Source: an optimization exercise on an open RTL-to-GDS flow (aim: small area). Production flows keep margins and buffers that such runs may drop. Only simulation tests tie the RTL to the original design; equivalence was not proved.

==> run F <==
// adc_frontend
module adc_frontend (
    input  wire         clk,
    input  wire         rst,
    input  wire [255:0] adc_tdata,
    input  wire         adc_tvalid,
    input  wire         state_changed,
    input  wire [15:0]  optical_loss,
    input  wire [15:0]  monitor_cycle_length,
    input  wire [15:0]  preamble_cycle_length,
    output wire [255:0] pattern_match_agg,
    output wire [15:0]  matched_pattern,
    output wire [255:0] detected_tdata,
    output wire         detected_tvalid
);
==> flow/config.mk <==
export PLATFORM = sky130hd
export DESIGN_NAME = adc_frontend
export DESIGN_NICKNAME = adc_frontend
export VERILOG_FILES = /design/flow/design.v
export SDC_FILE = /design/flow/constraint.sdc
export NUM_CORES = 8
export LEC_CHECK = 0
export CAP_MARGIN = 20
export CELL_PAD_IN_SITES_DETAIL_PLACEMENT = 1
export CELL_PAD_IN_SITES_GLOBAL_PLACEMENT = 1
export CORE_MARGIN = 2
export CORE_UTILIZATION = 55
export CTS_BUF_LIST = sky130_fd_sc_hd__clkbuf_8
export CTS_CLUSTER_DIAMETER = 50
export CTS_CLUSTER_SIZE = 16
export PLACE_DENSITY = 0.7
export SLEW_MARGIN = 20
export SYNTH_HIERARCHICAL = 1
export SYNTH_MINIMUM_KEEP_SIZE = 0
export BUFFER_PORTS_ARGS = -buffer_cell sky130_fd_sc_hd__buf_1
==> flow/constraint.sdc <==
create_clock -name core_clock -period 6.0 [get_ports {clk}]
set_input_delay 1.2000 -clock core_clock [delete_from_list [all_inputs] [get_ports {clk}]]
set_output_delay 1.2000 -clock core_clock [all_outputs]
set_load 0.01 [all_outputs]
standard.sh (not shown) runs the stock make flow with config.mk's settings and CLKGATE_MAP_FILE= SYNTH_SCRIPT=/design/flow/synth_recipe.tcl, a recipe that flattens the netlist after the stock synthesis.
==> flow/flow/run.sh <==
#!/bin/bash
# Layout flow: the standard flow (standard.sh, unchanged synthesis), with
# the ports buffered by the smallest buffer (buf_1) instead of the delay buffer
# that buffer_ports picks by default. Every port still gets its buffer.
set -euo pipefail
cd "$(dirname "$0")/.."
echo 'export BUFFER_PORTS_ARGS = -buffer_cell sky130_fd_sc_hd__buf_1' >> config.mk
bash standard.sh > flow_make.log 2>&1
==> inputs of run A, as changes to run F <==
--- a/flow/design.v
+++ b/flow/design.v
@@ -510,18 +510,18 @@
     input  wire [15:0] m,
     input  wire [15:0] m3,
     output wire [15:0] p
 );
     wire s1_0 = amp[0] & ~amp[1];
     wire s2_0 = ~amp[0] & amp[1];
     wire s3_0 = amp[0] & amp[1];
-    wire ppn0_0;
-    mul_pp0 u_ppn0_0 (.s1(s1_0), .s3(s3_0), .x1(m[0]), .x3(m3[0]), .y_n(ppn0_0));
-    wire ppn0_1;
-    mul_pp u_ppn0_1 (.s1(s1_0), .s2(s2_0), .s3(s3_0), .x1(m[1]), .x2(m[0]), .x3(m3[1]), .y_n(ppn0_1));
+    wire ppt0_0;
+    mul_ppt0 u_ppt0_0 (.s1(s1_0), .s3(s3_0), .x1(m[0]), .x3(m3[0]), .y(ppt0_0));
+    wire ppt0_1;
+    mul_ppt u_ppt0_1 (.s1(s1_0), .s2(s2_0), .s3(s3_0), .x1(m[1]), .x2(m[0]), .x3(m3[1]), .y(ppt0_1));
     wire ppn0_2;
     mul_pp u_ppn0_2 (.s1(s1_0), .s2(s2_0), .s3(s3_0), .x1(m[2]), .x2(m[1]), .x3(m3[2]), .y_n(ppn0_2));
     wire ppn0_3;
     mul_pp u_ppn0_3 (.s1(s1_0), .s2(s2_0), .s3(s3_0), .x1(m[3]), .x2(m[2]), .x3(m3[3]), .y_n(ppn0_3));
     wire ppn0_4;
     mul_pp u_ppn0_4 (.s1(s1_0), .s2(s2_0), .s3(s3_0), .x1(m[4]), .x2(m[3]), .x3(m3[4]), .y_n(ppn0_4));
     wire ppn0_5;
@@ -679,16 +679,16 @@
     adder_fa u_s49 (.a(ppn0_14), .b(ppn1_14), .c(ppn2_14), .s(s49), .co(c50));
     wire s51, c52;
     adder_fa u_s51 (.a(ppn3_14), .b(c46), .c(s49), .s(s51), .co(c52));
     wire s53, c54;
     adder_fa u_s53 (.a(ppn0_15), .b(ppn1_15), .c(ppn2_15), .s(s53), .co(c54));
     wire s55, c56;
     adder_fa u_s55 (.a(ppn3_15), .b(c50), .c(s53), .s(s55), .co(c56));
-    assign p[0] = ~ppn0_0;
-    assign p[1] = ~ppn0_1;
+    assign p[0] = ppt0_0;
+    assign p[1] = ppt0_1;
     assign p[2] = ~s1;
     assign p[3] = ~s3;
     assign p[4] = ~s7;
     assign p[5] = ~s11;
     assign p[6] = ~s17;
     assign p[7] = ~s23;
     wire [7:0] hi_n;
@@ -703,14 +703,26 @@
 endmodule
 module mul_pp0 (
     input  wire s1, s3, x1, x3,
     output wire y_n
 );
     assign y_n = ~((s1 & x1) | (s3 & x3));
 endmodule
+module mul_ppt (
+    input  wire s1, s2, s3, x1, x2, x3,
+    output wire y
+);
+    assign y = (s1 & x1) | (s2 & x2) | (s3 & x3);
+endmodule
+module mul_ppt0 (
+    input  wire s1, s3, x1, x3,
+    output wire y
+);
+    assign y = (s1 & x1) | (s3 & x3);
+endmodule
 module mul_cpa (
     input  wire [7:0] a,
     input  wire [7:0] b,
     input  wire        ci,
     output wire [7:0] s
 );
     assign s = a + b + {7'd0, ci};
@@ -856,20 +868,19 @@
     wire [15:0] pat_hit;
     generate
         for (g = 0; g < 16; g = g + 1) begin : pat
             wire [31:0] rot = {16'h00FF, 16'h00FF} << g;
             assign pat_hit[g] = (compare_with_average == rot[31:16]);
         end
     endgenerate
-    reg [3:0] hit_idx;
-    always @(*) begin
-        hit_idx = 4'd0;
-        for (i = 15; i >= 0; i = i - 1)
-            if (pat_hit[i]) hit_idx = i[3:0];
-    end
+    wire [3:0] hit_idx;
+    assign hit_idx[0] = |(pat_hit & 16'hAAAA);
+    assign hit_idx[1] = |(pat_hit & 16'hCCCC);
+    assign hit_idx[2] = |(pat_hit & 16'hF0F0);
+    assign hit_idx[3] = |(pat_hit & 16'hFF00);
     wire [255:0] cnt;
     generate
         for (g = 0; g < 16; g = g + 1) begin : counters
             cnt_inc u_inc (
                 .a(agg[g*16 +: 16]),
                 .b(inc_pend && (inc_idx == g)),
                 .y(cnt[g*16 +: 16])
- CORE_UTILIZATION: 55 -> 40
- CTS_CLUSTER_DIAMETER: 50 -> 55
- CTS_CLUSTER_SIZE: 16 -> 18
- PLACE_DENSITY: 0.7 -> default
==> inputs of run R, as changes to run F <==
--- a/flow/design.v
+++ b/flow/design.v
@@ -510,18 +510,18 @@
     input  wire [15:0] m,
     input  wire [15:0] m3,
     output wire [15:0] p
 );
     wire s1_0 = amp[0] & ~amp[1];
     wire s2_0 = ~amp[0] & amp[1];
     wire s3_0 = amp[0] & amp[1];
-    wire ppn0_0;
-    mul_pp0 u_ppn0_0 (.s1(s1_0), .s3(s3_0), .x1(m[0]), .x3(m3[0]), .y_n(ppn0_0));
-    wire ppn0_1;
-    mul_pp u_ppn0_1 (.s1(s1_0), .s2(s2_0), .s3(s3_0), .x1(m[1]), .x2(m[0]), .x3(m3[1]), .y_n(ppn0_1));
+    wire ppt0_0;
+    mul_ppt0 u_ppt0_0 (.s1(s1_0), .s3(s3_0), .x1(m[0]), .x3(m3[0]), .y(ppt0_0));
+    wire ppt0_1;
+    mul_ppt u_ppt0_1 (.s1(s1_0), .s2(s2_0), .s3(s3_0), .x1(m[1]), .x2(m[0]), .x3(m3[1]), .y(ppt0_1));
     wire ppn0_2;
     mul_pp u_ppn0_2 (.s1(s1_0), .s2(s2_0), .s3(s3_0), .x1(m[2]), .x2(m[1]), .x3(m3[2]), .y_n(ppn0_2));
     wire ppn0_3;
     mul_pp u_ppn0_3 (.s1(s1_0), .s2(s2_0), .s3(s3_0), .x1(m[3]), .x2(m[2]), .x3(m3[3]), .y_n(ppn0_3));
     wire ppn0_4;
     mul_pp u_ppn0_4 (.s1(s1_0), .s2(s2_0), .s3(s3_0), .x1(m[4]), .x2(m[3]), .x3(m3[4]), .y_n(ppn0_4));
     wire ppn0_5;
@@ -679,16 +679,16 @@
     adder_fa u_s49 (.a(ppn0_14), .b(ppn1_14), .c(ppn2_14), .s(s49), .co(c50));
     wire s51, c52;
     adder_fa u_s51 (.a(ppn3_14), .b(c46), .c(s49), .s(s51), .co(c52));
     wire s53, c54;
     adder_fa u_s53 (.a(ppn0_15), .b(ppn1_15), .c(ppn2_15), .s(s53), .co(c54));
     wire s55, c56;
     adder_fa u_s55 (.a(ppn3_15), .b(c50), .c(s53), .s(s55), .co(c56));
-    assign p[0] = ~ppn0_0;
-    assign p[1] = ~ppn0_1;
+    assign p[0] = ppt0_0;
+    assign p[1] = ppt0_1;
     assign p[2] = ~s1;
     assign p[3] = ~s3;
     assign p[4] = ~s7;
     assign p[5] = ~s11;
     assign p[6] = ~s17;
     assign p[7] = ~s23;
     wire [7:0] hi_n;
@@ -703,14 +703,26 @@
 endmodule
 module mul_pp0 (
     input  wire s1, s3, x1, x3,
     output wire y_n
 );
     assign y_n = ~((s1 & x1) | (s3 & x3));
 endmodule
+module mul_ppt (
+    input  wire s1, s2, s3, x1, x2, x3,
+    output wire y
+);
+    assign y = (s1 & x1) | (s2 & x2) | (s3 & x3);
+endmodule
+module mul_ppt0 (
+    input  wire s1, s3, x1, x3,
+    output wire y
+);
+    assign y = (s1 & x1) | (s3 & x3);
+endmodule
 module mul_cpa (
     input  wire [7:0] a,
     input  wire [7:0] b,
     input  wire        ci,
     output wire [7:0] s
 );
     assign s = a + b + {7'd0, ci};
@@ -856,20 +868,19 @@
     wire [15:0] pat_hit;
     generate
         for (g = 0; g < 16; g = g + 1) begin : pat
             wire [31:0] rot = {16'h00FF, 16'h00FF} << g;
             assign pat_hit[g] = (compare_with_average == rot[31:16]);
         end
     endgenerate
-    reg [3:0] hit_idx;
-    always @(*) begin
-        hit_idx = 4'd0;
-        for (i = 15; i >= 0; i = i - 1)
-            if (pat_hit[i]) hit_idx = i[3:0];
-    end
+    wire [3:0] hit_idx;
+    assign hit_idx[0] = |(pat_hit & 16'hAAAA);
+    assign hit_idx[1] = |(pat_hit & 16'hCCCC);
+    assign hit_idx[2] = |(pat_hit & 16'hF0F0);
+    assign hit_idx[3] = |(pat_hit & 16'hFF00);
     wire [255:0] cnt;
     generate
         for (g = 0; g < 16; g = g + 1) begin : counters
             cnt_inc u_inc (
                 .a(agg[g*16 +: 16]),
                 .b(inc_pend && (inc_idx == g)),
                 .y(cnt[g*16 +: 16])
==> flow/flow/run.sh (replaced) <==
#!/bin/bash
# Layout flow: the standard flow (standard.sh, unchanged synthesis), with
# the ports buffered by the smallest buffer (buf_1) instead of the delay buffer
# that buffer_ports picks by default. Every port still gets its buffer.
set -euo pipefail
cd "$(dirname "$0")/.."
printf '\n'>> config.mk; echo 'export BUFFER_PORTS_ARGS = -buffer_cell sky130_fd_sc_hd__buf_1' >> config.mk
bash standard.sh > flow_make.log 2>&1
- CORE_UTILIZATION: 55 -> 65
- CTS_CLUSTER_DIAMETER: 50 -> 55
- CTS_CLUSTER_SIZE: 16 -> 18
- PLACE_DENSITY: 0.7 -> 0.8
==> inputs of run G, as changes to run F <==
--- a/flow/design.v
+++ b/flow/design.v
@@ -510,18 +510,18 @@
     input  wire [15:0] m,
     input  wire [15:0] m3,
     output wire [15:0] p
 );
     wire s1_0 = amp[0] & ~amp[1];
     wire s2_0 = ~amp[0] & amp[1];
     wire s3_0 = amp[0] & amp[1];
-    wire ppn0_0;
-    mul_pp0 u_ppn0_0 (.s1(s1_0), .s3(s3_0), .x1(m[0]), .x3(m3[0]), .y_n(ppn0_0));
-    wire ppn0_1;
-    mul_pp u_ppn0_1 (.s1(s1_0), .s2(s2_0), .s3(s3_0), .x1(m[1]), .x2(m[0]), .x3(m3[1]), .y_n(ppn0_1));
+    wire ppt0_0;
+    mul_ppt0 u_ppt0_0 (.s1(s1_0), .s3(s3_0), .x1(m[0]), .x3(m3[0]), .y(ppt0_0));
+    wire ppt0_1;
+    mul_ppt u_ppt0_1 (.s1(s1_0), .s2(s2_0), .s3(s3_0), .x1(m[1]), .x2(m[0]), .x3(m3[1]), .y(ppt0_1));
     wire ppn0_2;
     mul_pp u_ppn0_2 (.s1(s1_0), .s2(s2_0), .s3(s3_0), .x1(m[2]), .x2(m[1]), .x3(m3[2]), .y_n(ppn0_2));
     wire ppn0_3;
     mul_pp u_ppn0_3 (.s1(s1_0), .s2(s2_0), .s3(s3_0), .x1(m[3]), .x2(m[2]), .x3(m3[3]), .y_n(ppn0_3));
     wire ppn0_4;
     mul_pp u_ppn0_4 (.s1(s1_0), .s2(s2_0), .s3(s3_0), .x1(m[4]), .x2(m[3]), .x3(m3[4]), .y_n(ppn0_4));
     wire ppn0_5;
@@ -679,16 +679,16 @@
     adder_fa u_s49 (.a(ppn0_14), .b(ppn1_14), .c(ppn2_14), .s(s49), .co(c50));
     wire s51, c52;
     adder_fa u_s51 (.a(ppn3_14), .b(c46), .c(s49), .s(s51), .co(c52));
     wire s53, c54;
     adder_fa u_s53 (.a(ppn0_15), .b(ppn1_15), .c(ppn2_15), .s(s53), .co(c54));
     wire s55, c56;
     adder_fa u_s55 (.a(ppn3_15), .b(c50), .c(s53), .s(s55), .co(c56));
-    assign p[0] = ~ppn0_0;
-    assign p[1] = ~ppn0_1;
+    assign p[0] = ppt0_0;
+    assign p[1] = ppt0_1;
     assign p[2] = ~s1;
     assign p[3] = ~s3;
     assign p[4] = ~s7;
     assign p[5] = ~s11;
     assign p[6] = ~s17;
     assign p[7] = ~s23;
     wire [7:0] hi_n;
@@ -703,14 +703,26 @@
 endmodule
 module mul_pp0 (
     input  wire s1, s3, x1, x3,
     output wire y_n
 );
     assign y_n = ~((s1 & x1) | (s3 & x3));
 endmodule
+module mul_ppt (
+    input  wire s1, s2, s3, x1, x2, x3,
+    output wire y
+);
+    assign y = (s1 & x1) | (s2 & x2) | (s3 & x3);
+endmodule
+module mul_ppt0 (
+    input  wire s1, s3, x1, x3,
+    output wire y
+);
+    assign y = (s1 & x1) | (s3 & x3);
+endmodule
 module mul_cpa (
     input  wire [7:0] a,
     input  wire [7:0] b,
     input  wire        ci,
     output wire [7:0] s
 );
     assign s = a + b + {7'd0, ci};
@@ -856,20 +868,19 @@
     wire [15:0] pat_hit;
     generate
         for (g = 0; g < 16; g = g + 1) begin : pat
             wire [31:0] rot = {16'h00FF, 16'h00FF} << g;
             assign pat_hit[g] = (compare_with_average == rot[31:16]);
         end
     endgenerate
-    reg [3:0] hit_idx;
-    always @(*) begin
-        hit_idx = 4'd0;
-        for (i = 15; i >= 0; i = i - 1)
-            if (pat_hit[i]) hit_idx = i[3:0];
-    end
+    wire [3:0] hit_idx;
+    assign hit_idx[0] = |(pat_hit & 16'hAAAA);
+    assign hit_idx[1] = |(pat_hit & 16'hCCCC);
+    assign hit_idx[2] = |(pat_hit & 16'hF0F0);
+    assign hit_idx[3] = |(pat_hit & 16'hFF00);
     wire [255:0] cnt;
     generate
         for (g = 0; g < 16; g = g + 1) begin : counters
             cnt_inc u_inc (
                 .a(agg[g*16 +: 16]),
                 .b(inc_pend && (inc_idx == g)),
                 .y(cnt[g*16 +: 16])
- CTS_CLUSTER_DIAMETER: 50 -> 55
- CTS_CLUSTER_SIZE: 16 -> 18
==> notes <==
- Run G finished with timing, DRC and antenna clean. Run A produced a clean layout. Run R aborted during global routing (5_1_grt) on GRT-0232. Run F passed the timing, DRC and antenna checks.
- Maximum frequency, highest first: run A, run G, run F.
- In sequential cell count, run G and run F do not differ.
- Clock skew is about the same in run A and run F.
==> figures <==
| item | run F | run G | run R | run A |
|---|---|---|---|---|
| Status | complete, no violations | complete, no violations | did not finish | complete, no violations |
| Failing step | - | - | global routing (5_1_grt) | - |
| Worst clock skew | 0.07233 ns | 0.07211 ns | - | 0.07209 ns |
| Upper clock frequency limit | 174.3 MHz | 174.7 MHz | - | 175.6 MHz |
| HPWL after DPL | 294.1 mm | 289.4 mm | 318.2 mm | 302.7 mm |
| Total Negative Setup Slacks | 0 ns | 0 ns | - | 0 ns |
| Cell count after synthesis | 7989 | 8025 | 8025 | 8025 |
| Post-synthesis mux area share | 11.08% | 11.06% | 11.06% | 11.06% |
| Number of stages on the worst setup path | 17 | 18 | - | 21 |
| Number of tap cells added at floorplan | 2511 | 2511 | - | 3515 |
| Maximum clock path buffer count | 3 | 3 | 3 | 4 |
| Sum of routed wire length over all layers | 375.1 mm | 373.3 mm | - | 386.8 mm |

==> afterwards: timing with drivers on the ports <==
No port has a modelled driver above. Below, the same layouts with a new extraction and two added sets of constraints. Step 1 (the two cells are an assumption about what drives the block):
set clk [get_ports {clk}]
set_driving_cell -lib_cell sky130_fd_sc_hd__clkbuf_16 $clk
set_driving_cell -lib_cell sky130_fd_sc_hd__buf_2 [delete_from_list [all_inputs] $clk]
Step 2 times the ports against the registers' clock, not the clock port: input delays grow and output delays shrink by t, the midpoint of the rising clock arrivals with the driver on. Three values: ideal ports, drivers, drivers and shift; two values: the first two.
run | t, ns | setup WS [ns] | worst hold slack (ns)
run F | 1.099 | 0.262 / 0.262 / -0.578 | 0.311 / 0.273 / 0.311
run A | 1.111 | 0.306 / 0.266 / -0.527 | 0.321 / 0.256 / 0.321
run G | 1.076 | 0.275 / 0.275 / -0.602 | 0.298 / 0.298 / 0.298
Met with ideal ports but missed after step 2: setup timing in every run listed. For run G, which loses most, drivers alone change the setup slack by 0.000 ns; drivers and shift together by -0.877 ns.
